This design comes from an exercise in tuning for small area on the open sky130 flow, not from production work.
The RTL was checked by simulation tests, not by an equivalence proof against the original design.
The clock input has no modelled driver; a real chip could not lean on it and would need a root buffer or a full tree.

==> amber <==
==> flow/design.v <==
module dino_game
	(
		input        clk,
		input        resetn,
		input        go,
		input        jump,
		output [7:0] x,
		output [6:0] y,
		output [2:0] colour,
		output       plot
	);
	localparam S_START = 3'b000,
	           S_WAIT  = 3'b001,    
	           S_JUMP  = 3'b010,    
	           S_CHG   = 3'b011,    
	           S_DS    = 3'b100,    
	           S_DC    = 3'b101,    
	           S_DRAW  = 3'b110,
	           S_ERASE = 3'b111;
	reg [2:0]  state;
	reg        is_jump;
	reg [4:0]  L;         
	reg [11:0] U;         
	reg [6:0]  yb;        
	reg        dir;       
	wire drawing = (state == S_DS) | (state == S_DC) | (state == S_DRAW);
	wire finish  = (state == S_DRAW) & U[11] & U[10] & U[5] & U[4] & U[2] & U[0];
	always @(posedge clk) begin
		if (!resetn)
			state <= S_START;
		else case (state)
			S_START: state <= go ? S_START : S_WAIT;
			S_WAIT:  state <= go ? S_DS : S_WAIT;
			S_DS:    state <= S_DRAW;
			S_DC:    state <= S_DRAW;
			S_DRAW:  state <= finish ? S_JUMP : S_DRAW;
			S_JUMP:  state <= is_jump ? S_ERASE : S_JUMP;
			S_ERASE: state <= (&L) ? S_CHG : S_ERASE;
			default: state <= S_DC;
		endcase
	end
	always @(posedge clk) begin
		if (!resetn)
			is_jump <= 1'b0;
		else if (!jump)
			is_jump <= 1'b1;
	end
	always @(posedge clk) begin
		if (!resetn)
			L <= 5'd0;
		else if (state[2])
			L <= L + 1'b1;
	end
	always @(posedge clk) begin
		if (!drawing || finish)
			U <= 12'd0;
		else if (&L)
			U <= U + 1'b1;
	end
	reg [4:0] px;
	reg [3:0] dy;
	always @(*) begin
		case (L)
			5'd0:  begin px = 16; dy = 3;  end
			5'd1:  begin px = 15; dy = 6;  end
			5'd2:  begin px = 14; dy = 6;  end
			5'd3:  begin px = 13; dy = 6;  end
			5'd4:  begin px = 16; dy = 6;  end
			5'd5:  begin px = 17; dy = 6;  end
			5'd6:  begin px = 15; dy = 7;  end
			5'd7:  begin px = 15; dy = 8;  end
			5'd8:  begin px = 15; dy = 5;  end
			5'd9:  begin px = 15; dy = 4;  end
			5'd10: begin px = 14; dy = 9;  end
			5'd11: begin px = 16; dy = 9;  end
			5'd12: begin px = 17; dy = 10; end
			5'd13: begin px = 13; dy = 10; end
			5'd14: begin px = 18; dy = 11; end
			5'd15: begin px = 12; dy = 11; end
			default: begin
				px = 5'd13 + L[3:2];
				dy = {2'b00, L[1:0]};
			end
		endcase
	end
	reg [6:0] A;
	always @(*) begin
		if (state == S_CHG)
			A = dir ? 7'd1 : 7'd127;
		else if (state == S_DC)
			A = dir ? 7'd2 : 7'd4;
		else
			A = {3'b000, dy};
	end
	wire [6:0] row = yb + A;
	always @(posedge clk) begin
		if (!resetn) begin
			yb  <= 7'd94;
			dir <= 1'b0;
		end else begin
			if (state == S_CHG)
				yb <= row;
			if (yb[6] & yb[5] & yb[2])                 
				dir <= 1'b0;
			else if (!yb[6] & !yb[3] & !yb[0])         
				dir <= 1'b1;
		end
	end
	wire blank = (state == S_DS);
	assign x = {3'b000, px[4] & !blank, px[3:0]};
	assign y = blank ? 7'd0 : row;
	assign colour = {3{(state == S_DRAW) | ((state == S_ERASE) & (L == 5'd1))}};
	assign plot = state[2];
endmodule
==> flow/flow/run.sh <==
#!/bin/bash
# Own layout flow:
#  1. the standard synthesis (standard.sh synth), unchanged;
#  2. the combinational logic between the registers is re-mapped by ABC for
#     area, from several random seeds; registers keep their cells and names.
#     Each candidate is proved equivalent to the standard netlist (registers
#     paired by name) and the smallest is kept;
#  3. the standard ORFS layout from floorplan on, with buf_1 port buffers and
#     a clock tree of clkbuf_4 without dummy loads.
set -euo pipefail
W=$PWD
F=$W/flow
R=$W/orfs/results/$FLOW_PLATFORM/dino_game/base
LIB=$FLOW_HOME/platforms/$FLOW_PLATFORM/lib/sky130_fd_sc_hd__tt_025C_1v80.lib
YOSYS=$FLOW_HOME/../tools/install/yosys/bin/yosys
[ -x "$YOSYS" ] || YOSYS=yosys

# 1. standard synthesis
bash standard.sh synth > $W/log_synth.log 2>&1
cp $R/1_2_yosys.v $W/std.v

# 2. re-map
python3 $F/cutff.py $W/std.v $W/std_cut.v
best=""; bestarea=""
run_seed() {
  local s=$1
  printf 'strash\n&get -n\n&deepsyn -T 20 -S %s\n&put\ndch -f\namap\ntopo\n' $s > $W/seed$s.abc
  sed -e "s#@LIB@#$LIB#g" -e "s#@IN@#$W/std.v#g" -e "s#@OUT@#$W/reopt$s.v#g" \
      -e "s#@ABC@#$W/seed$s.abc#g" $F/reopt.ys > $W/reopt$s.ys
  $YOSYS -s $W/reopt$s.ys > $W/log_reopt$s.log 2>&1 || return 0
  # equivalence with the standard netlist, registers cut and paired by name
  python3 $F/cutff.py $W/reopt$s.v $W/reopt${s}_cut.v
  cat > $W/eq$s.ys <<EOS
read_liberty -ignore_miss_func $LIB
read_verilog $W/std_cut.v
rename dino_game gold
read_verilog $W/reopt${s}_cut.v
rename dino_game gate
hierarchy -check
flatten
opt_clean
miter -equiv -flatten gold gate miter
hierarchy -top miter
sat -verify -prove trigger 0 miter
EOS
  if $YOSYS -s $W/eq$s.ys > $W/log_eq$s.log 2>&1; then
    grep -m1 "Chip area" $W/log_reopt$s.log | awk -v s=$s '{print $NF, s}' >> $W/reopt_areas.txt
  fi
}
: > $W/reopt_areas.txt
for s in 1 2 3 4; do run_seed $s & done; wait
for s in 5 6 7 8; do run_seed $s & done; wait
if [ -s $W/reopt_areas.txt ]; then
  s=$(sort -n $W/reopt_areas.txt | head -1 | awk '{print $2}')
  echo "using seed $s: $(sort -n $W/reopt_areas.txt | head -1)" > $W/reopt_choice.txt
  cp $W/reopt$s.v $R/1_2_yosys.v
  rm -f $R/1_synth.odb $R/1_synth.sdc
else
  echo "no re-mapped netlist passed; standard netlist kept" > $W/reopt_choice.txt
fi

# 3. layout
export BUFFER_PORTS_ARGS="-buffer_cell sky130_fd_sc_hd__buf_1"
export CTS_ARGS="-sink_clustering_enable -repair_clock_nets -sink_clustering_size 30 -sink_clustering_max_diameter 500 -buf_list sky130_fd_sc_hd__clkbuf_4 -dont_use_dummy_load"
bash standard.sh > $W/log_layout.log 2>&1
==> flow/flow/cutff.py <==
import re, sys
# cutff.py in.v out.v : turn each dfxtp/edfxtp flop into a module input (Q) and output (D/DE)
src = open(sys.argv[1]).read()
inst = re.compile(r'\n\s*(sky130_fd_sc_hd__e?dfxtp_\d)\s+(\\\S+|\w+)\s*\((.*?)\);', re.S)
ports, body = [], []
n = [0]
def repl(m):
    name = m.group(2)
    key = re.sub(r'\W', '_', name.lstrip('\\'))
    conns = dict(re.findall(r'\.(\w+)\(\s*(.*?)\s*\)\s*(?:,|$)', m.group(3).strip(), re.S))
    out = []
    for pin, net in conns.items():
        if pin == 'CLK': continue
        if pin == 'Q':
            ports.append(('input', 'q_' + key)); out.append(f'  assign {net} = q_{key};')
        else:
            ports.append(('output', f'{pin.lower()}_{key}')); out.append(f'  assign {pin.lower()}_{key} = {net};')
    return '\n' + '\n'.join(out)
src = inst.sub(repl, src)
m = re.search(r'module\s+dino_game\s*\((.*?)\);', src, re.S)
plist = m.group(1) + ''.join(', ' + p for _, p in sorted(ports, key=lambda t: t[1]))
decl = ''.join(f'\n  {d} {p};' for d, p in sorted(ports, key=lambda t: t[1]))
src = src[:m.start()] + f'module dino_game({plist});{decl}' + src[m.end():]
open(sys.argv[2], 'w').write(src)
==> flow/flow/reopt.ys <==
read_liberty -ignore_miss_func @LIB@
read_verilog @IN@
hierarchy -top dino_game
setattr -mod -set keep_hierarchy 1 sky130_fd_sc_hd__dfxtp_1 sky130_fd_sc_hd__dfxtp_2 sky130_fd_sc_hd__dfxtp_4 sky130_fd_sc_hd__edfxtp_1
flatten
opt_clean -purge
abc -liberty @LIB@ -dont_use sky130_fd_sc_hd__probe_p_8 -dont_use sky130_fd_sc_hd__probec_p_8 -dont_use sky130_fd_sc_hd__lpflow_* -script @ABC@
opt_clean -purge
hilomap -singleton -hicell sky130_fd_sc_hd__conb_1 HI -locell sky130_fd_sc_hd__conb_1 LO
splitnets
opt_clean -purge
stat -liberty @LIB@
select dino_game
write_verilog -selected -noattr -nohex -nodec @OUT@
==> flow/standard.sh <==
#!/bin/bash
# synth_recipe.tcl (not shown) runs the flow's synth.tcl, then flattens the netlist and writes it again
# the make line also repeats each setting of config.mk as NAME=value (left out here)
make -C /OpenROAD-flow-scripts/flow DESIGN_CONFIG=/design/flow/config.mk WORK_HOME=/design/flow/orfs CLKGATE_MAP_FILE= SYNTH_SCRIPT=/design/flow/synth_recipe.tcl "${@:-finish}"
==> flow/config.mk <==
export PLATFORM = sky130hd
export DESIGN_NAME = dino_game
export DESIGN_NICKNAME = dino_game
export VERILOG_FILES = /design/flow/design.v
export SDC_FILE = /design/flow/constraint.sdc
export NUM_CORES = 4
export LEC_CHECK = 0
export ABC_AREA = 1
export CAP_MARGIN = 0
export CORE_MARGIN = 2
export CORE_UTILIZATION = 40
export SLEW_MARGIN = 0
==> flow/constraint.sdc <==
create_clock -name core_clock -period 10.0 [get_ports {clk}]
set_input_delay 2.0000 -clock core_clock [delete_from_list [all_inputs] [get_ports {clk}]]
set_output_delay 2.0000 -clock core_clock [all_outputs]
set_load 0.01 [all_outputs]
==> inputs of xenon, as changes to amber <==
--- a/flow/design.v
+++ b/flow/design.v
@@ -22,8 +22,8 @@
 	reg [4:0]  L;         
 	reg [11:0] U;         
-	reg [6:0]  yb;        
+	reg [5:0]  yb;        
 	reg        dir;       
 	wire drawing = (state == S_DS) | (state == S_DC) | (state == S_DRAW);
-	wire finish  = (state == S_DRAW) & U[11] & U[10] & U[5] & U[4] & U[2] & U[0];
+	wire finish  = ((U & 12'd3805) == 12'd1620);
 	always @(posedge clk) begin
 		if (!resetn)
@@ -56,5 +56,5 @@
 			U <= 12'd0;
 		else if (&L)
-			U <= U + 1'b1;
+			U <= {U[10:0], ~(U[11] ^ U[10])};
 	end
 	reg [4:0] px;
@@ -84,24 +84,26 @@
 		endcase
 	end
-	reg [6:0] A;
+	reg [5:0] A;
 	always @(*) begin
 		if (state == S_CHG)
-			A = dir ? 7'd1 : 7'd127;
+			A = dir ? 6'd1 : 6'd63;
 		else if (state == S_DC)
-			A = dir ? 7'd2 : 7'd4;
+			A = dir ? 6'd53 : 6'd55;
+		else if (state == S_DS)
+			A = 6'd21;
 		else
-			A = {3'b000, dy};
+			A = 6'd51 + {2'b00, dy};
 	end
-	wire [6:0] row = yb + A;
+	wire [6:0] row = {1'b0, yb} + {1'b0, A};
 	always @(posedge clk) begin
 		if (!resetn) begin
-			yb  <= 7'd94;
+			yb  <= 6'd43;
 			dir <= 1'b0;
 		end else begin
 			if (state == S_CHG)
-				yb <= row;
-			if (yb[6] & yb[5] & yb[2])                 
+				yb <= row[5:0];
+			if (yb[0] & yb[4] & yb[5])         
 				dir <= 1'b0;
-			else if (!yb[6] & !yb[3] & !yb[0])         
+			else if (!yb[2] & !yb[3] & !yb[4] & !yb[5])         
 				dir <= 1'b1;
 		end
@@ -109,5 +111,5 @@
 	wire blank = (state == S_DS);
 	assign x = {3'b000, px[4] & !blank, px[3:0]};
-	assign y = blank ? 7'd0 : row;
+	assign y = {row[6] & !blank, row[5:0]};
 	assign colour = {3{(state == S_DRAW) | ((state == S_ERASE) & (L == 5'd1))}};
 	assign plot = state[2];
==> flow/flow/run.sh (replaced) <==
#!/bin/bash
# Own layout flow:
#  1. the standard synthesis (standard.sh synth), unchanged;
#  2. the combinational logic between the registers is re-mapped by ABC for
#     area by 40 ABC scripts (five pre-passes, eight &deepsyn seeds);
#     registers keep their cells and names.
#     Each candidate is proved equivalent to the standard netlist (registers
#     paired by name) and the smallest is kept;
#  3. the standard ORFS layout from floorplan on, with buf_1 port buffers and
#     the clock tree made by clock_tree.tcl: three clkbuf_4 fed by the clock
#     port, each driving a third of the flip-flops.
set -euo pipefail
W=$PWD
F=$W/flow
R=$W/orfs/results/$FLOW_PLATFORM/dino_game/base
LIB=$FLOW_HOME/platforms/$FLOW_PLATFORM/lib/sky130_fd_sc_hd__tt_025C_1v80.lib
YOSYS=$FLOW_HOME/../tools/install/yosys/bin/yosys
[ -x "$YOSYS" ] || YOSYS=yosys

# 1. standard synthesis
bash standard.sh synth > $W/log_synth.log 2>&1
cp $R/1_2_yosys.v $W/std.v

# 2. re-map
python3 $F/cutff.py $W/std.v $W/std_cut.v
# candidate ABC scripts: a pre-pass (none, dc2, &syn2, &syn3, &dc2) then
# &deepsyn from a seed (stopping after 100 steps without improvement), then
# area mapping
pre_pass() {
  case $1 in
    none) ;;
    dc2) echo 'dc2' ;;
    syn2) printf '&get -n\n&syn2\n&put\n' ;;
    syn3) printf '&get -n\n&syn3\n&put\n' ;;
    gdc2) printf '&get -n\n&dc2\n&put\n' ;;
  esac
}
run_cand() {
  local p=$1 s=$2 c=$1_$2
  { echo strash; pre_pass $p; printf '&get -n\n&deepsyn -J 100 -T 100 -S %s\n&put\ndch -f\namap\ntopo\n' $s; } > $W/cand_$c.abc
  sed -e "s#@LIB@#$LIB#g" -e "s#@IN@#$W/std.v#g" -e "s#@OUT@#$W/cand_$c.v#g" \
      -e "s#@ABC@#$W/cand_$c.abc#g" $F/reopt.ys > $W/cand_$c.ys
  $YOSYS -s $W/cand_$c.ys > $W/log_cand_$c.log 2>&1 || return 0
  # equivalence with the standard netlist, registers cut and paired by name
  python3 $F/cutff.py $W/cand_$c.v $W/cand_${c}_cut.v
  cat > $W/eq_$c.ys <<EOS
read_liberty -ignore_miss_func $LIB
read_verilog $W/std_cut.v
rename dino_game gold
read_verilog $W/cand_${c}_cut.v
rename dino_game gate
hierarchy -check
flatten
opt_clean
miter -equiv -flatten gold gate miter
hierarchy -top miter
sat -verify -prove trigger 0 miter
EOS
  if $YOSYS -s $W/eq_$c.ys > $W/log_eq_$c.log 2>&1; then
    grep -m1 "Chip area" $W/log_cand_$c.log | awk -v c=$c '{print $NF, c}' >> $W/reopt_areas.txt
  fi
}
: > $W/reopt_areas.txt
n=0
for p in none dc2 syn2 syn3 gdc2; do
  for s in 1 2 3 4 5 6 7 8; do
    run_cand $p $s &
    n=$((n + 1))
    if [ $((n % NUM_CORES)) -eq 0 ]; then wait; fi
  done
done
wait
if [ -s $W/reopt_areas.txt ]; then
  c=$(sort -n $W/reopt_areas.txt | head -1 | awk '{print $2}')
  echo "using candidate $c: $(sort -n $W/reopt_areas.txt | head -1)" > $W/reopt_choice.txt
  cp $W/cand_$c.v $R/1_2_yosys.v
  rm -f $R/1_synth.odb $R/1_synth.sdc
else
  echo "no re-mapped netlist passed; standard netlist kept" > $W/reopt_choice.txt
fi

# 3. layout
export BUFFER_PORTS_ARGS="-buffer_cell sky130_fd_sc_hd__buf_1"
export PRE_CTS_TCL=$F/clock_tree.tcl
bash standard.sh > $W/log_layout.log 2>&1
==> flow/flow/clock_tree.tcl (new file) <==
# PRE_CTS_TCL hook: the clock tree is built here instead of by
# clock_tree_synthesis. The clock port drives nb leaf buffers of one type,
# each driving an equal share of the flip-flops (cut into runs by x), placed at
# the centre of its flip-flops; detailed placement then legalises them. All
# flip-flops are one buffer from the port, so their clock arrivals match.
set block [ord::get_db_block]
set db [ord::get_db]
set nb 3
set master [$db findMaster sky130_fd_sc_hd__clkbuf_4]
set clknet [$block findNet clk]
set sinks {}
foreach it [$clknet getITerms] {
  set i [$it getInst]
  set b [$i getBBox]
  lappend sinks [list $it [expr {([$b xMin] + [$b xMax]) / 2.0}] [expr {([$b yMin] + [$b yMax]) / 2.0}]]
}
# balanced groups: flip-flops sorted by x, cut into nb equal runs
set sorted [lsort -real -index 1 $sinks]
set n [llength $sorted]
set sinks {}
set assign {}
set cx [lrepeat $nb 0.0]; set cy [lrepeat $nb 0.0]; set sc [lrepeat $nb 0]
set idx 0
foreach s $sorted {
  set k [expr {int($idx * $nb / $n)}]
  lappend sinks $s; lappend assign $k
  lset cx $k [expr {[lindex $cx $k] + [lindex $s 1]}]
  lset cy $k [expr {[lindex $cy $k] + [lindex $s 2]}]
  lset sc $k [expr {[lindex $sc $k] + 1}]
  incr idx
}
for {set k 0} {$k < $nb} {incr k} {
  lset cx $k [expr {[lindex $cx $k] / [lindex $sc $k]}]
  lset cy $k [expr {[lindex $cy $k] / [lindex $sc $k]}]
}
for {set k 0} {$k < $nb} {incr k} {
  set net [odb::dbNet_create $block clknet_leaf_$k]
  $net setSigType CLOCK
  set inst [odb::dbInst_create $block $master clkbuf_leaf_$k]
  [$inst findITerm A] connect $clknet
  [$inst findITerm X] connect $net
  $inst setLocation [expr {int([lindex $cx $k])}] [expr {int([lindex $cy $k])}]
  $inst setPlacementStatus PLACED
  lappend nets $net
}
foreach s $sinks a $assign {
  set it [lindex $s 0]
  $it disconnect
  $it connect [lindex $nets $a]
}
puts "manual clock buffers: $nb x [$master getName], sinks per buffer: $sc"

set_propagated_clock [all_clocks]
# the tree is built: make cts.tcl's call of clock_tree_synthesis a no-op
rename clock_tree_synthesis cts_clock_tree_synthesis_unused
proc clock_tree_synthesis { args } {
  puts "clock_tree_synthesis skipped: the clock tree was built by the PRE_CTS_TCL hook"
}
- CAP_MARGIN: 0 -> 20
- SLEW_MARGIN: 0 -> 20
==> inputs of harbor, as changes to amber <==
--- a/flow/design.v
+++ b/flow/design.v
@@ -25,5 +25,5 @@
 	reg        dir;       
 	wire drawing = (state == S_DS) | (state == S_DC) | (state == S_DRAW);
-	wire finish  = (state == S_DRAW) & U[11] & U[10] & U[5] & U[4] & U[2] & U[0];
+	wire finish  = ((U & 12'd3805) == 12'd1620);
 	always @(posedge clk) begin
 		if (!resetn)
@@ -56,5 +56,5 @@
 			U <= 12'd0;
 		else if (&L)
-			U <= U + 1'b1;
+			U <= {U[10:0], ~(U[11] ^ U[10])};
 	end
 	reg [4:0] px;
--- a/flow/flow/run.sh
+++ b/flow/flow/run.sh
@@ -7,5 +7,6 @@
 #     paired by name) and the smallest is kept;
 #  3. the standard ORFS layout from floorplan on, with buf_1 port buffers and
-#     a clock tree of clkbuf_4 without dummy loads.
+#     the clock tree made by clock_tree.tcl: two clkbuf_8 fed by the clock
+#     port, each driving half of the flip-flops.
 set -euo pipefail
 W=$PWD
@@ -62,4 +63,4 @@
 # 3. layout
 export BUFFER_PORTS_ARGS="-buffer_cell sky130_fd_sc_hd__buf_1"
-export CTS_ARGS="-sink_clustering_enable -repair_clock_nets -sink_clustering_size 30 -sink_clustering_max_diameter 500 -buf_list sky130_fd_sc_hd__clkbuf_4 -dont_use_dummy_load"
+export PRE_CTS_TCL=$F/clock_tree.tcl
 bash standard.sh > $W/log_layout.log 2>&1
==> flow/flow/clock_tree.tcl (new file) <==
# PRE_CTS_TCL hook: the clock tree is built here instead of by
# clock_tree_synthesis. The clock port drives nb leaf buffers of one type,
# each driving an equal share of the flip-flops (cut into runs by x), placed at
# the centre of its flip-flops; detailed placement then legalises them. All
# flip-flops are one buffer from the port, so their clock arrivals match.
set block [ord::get_db_block]
set db [ord::get_db]
set nb 2
set master [$db findMaster sky130_fd_sc_hd__clkbuf_8]
set clknet [$block findNet clk]
set sinks {}
foreach it [$clknet getITerms] {
  set i [$it getInst]
  set b [$i getBBox]
  lappend sinks [list $it [expr {([$b xMin] + [$b xMax]) / 2.0}] [expr {([$b yMin] + [$b yMax]) / 2.0}]]
}
# balanced groups: flip-flops sorted by x, cut into nb equal runs
set sorted [lsort -real -index 1 $sinks]
set n [llength $sorted]
set sinks {}
set assign {}
set cx [lrepeat $nb 0.0]; set cy [lrepeat $nb 0.0]; set sc [lrepeat $nb 0]
set idx 0
foreach s $sorted {
  set k [expr {int($idx * $nb / $n)}]
  lappend sinks $s; lappend assign $k
  lset cx $k [expr {[lindex $cx $k] + [lindex $s 1]}]
  lset cy $k [expr {[lindex $cy $k] + [lindex $s 2]}]
  lset sc $k [expr {[lindex $sc $k] + 1}]
  incr idx
}
for {set k 0} {$k < $nb} {incr k} {
  lset cx $k [expr {[lindex $cx $k] / [lindex $sc $k]}]
  lset cy $k [expr {[lindex $cy $k] / [lindex $sc $k]}]
}
for {set k 0} {$k < $nb} {incr k} {
  set net [odb::dbNet_create $block clknet_leaf_$k]
  $net setSigType CLOCK
  set inst [odb::dbInst_create $block $master clkbuf_leaf_$k]
  [$inst findITerm A] connect $clknet
  [$inst findITerm X] connect $net
  $inst setLocation [expr {int([lindex $cx $k])}] [expr {int([lindex $cy $k])}]
  $inst setPlacementStatus PLACED
  lappend nets $net
}
foreach s $sinks a $assign {
  set it [lindex $s 0]
  $it disconnect
  $it connect [lindex $nets $a]
}
puts "manual clock buffers: $nb x [$master getName], sinks per buffer: $sc"

set_propagated_clock [all_clocks]
# the tree is built: make cts.tcl's call of clock_tree_synthesis a no-op
rename clock_tree_synthesis cts_clock_tree_synthesis_unused
proc clock_tree_synthesis { args } {
  puts "clock_tree_synthesis skipped: the clock tree was built by the PRE_CTS_TCL hook"
}
- CAP_MARGIN: 0 -> 20
- SLEW_MARGIN: 0 -> 20
==> comparison <==
Register-to-register slack, lowest first: harbor, xenon, amber.
Against harbor, the setup slack of amber is better by 90 ps.
Against amber, the via count of harbor is higher by about 0.6%.
amber finished with timing, DRC and antenna clean. xenon finished with timing, DRC and antenna clean. harbor ran to the end with no violations.
Cell count, lowest first: xenon, harbor, amber.
Against amber, the sequential cell count of xenon is lower by 1.
The highest die area belongs to amber, the lowest to xenon.
In xenon and harbor the design's own scripts or RTL, not TritonCTS, make the clock network.

what the ideal ports hide:
Ports are ideal in the flow. The routed layouts listed here were re-timed in OpenROAD. Step 1, drivers: a clkbuf_16 drives clk and a buf_2 each remaining input, both assumed. Step 2 moves the port delays by t, midway between the first and last clock arrival at a register: inputs arrive t later, outputs are due t later. That takes back most of the time a late clock gives input paths. a / b / c = ideal ports / drivers / drivers and shift; a / b = the first two.
run	t, ns	setup slack, ns	hold slack, ns	latest minus earliest clock arrival (ns)	cell pins on the clock port's net
amber	0.332	4.529 / 4.508 / 4.840	0.455 / 0.455 / 0.455	0.017 / 0.016	1
xenon	0.191	4.653 / 4.618 / 4.809	0.458 / 0.458 / 0.458	0.002 / 0.002	3
harbor	0.182	4.439 / 4.406 / 4.588	0.454 / 0.454 / 0.454	0.012 / 0.012	2
After both steps setup and hold are still met in every run listed.
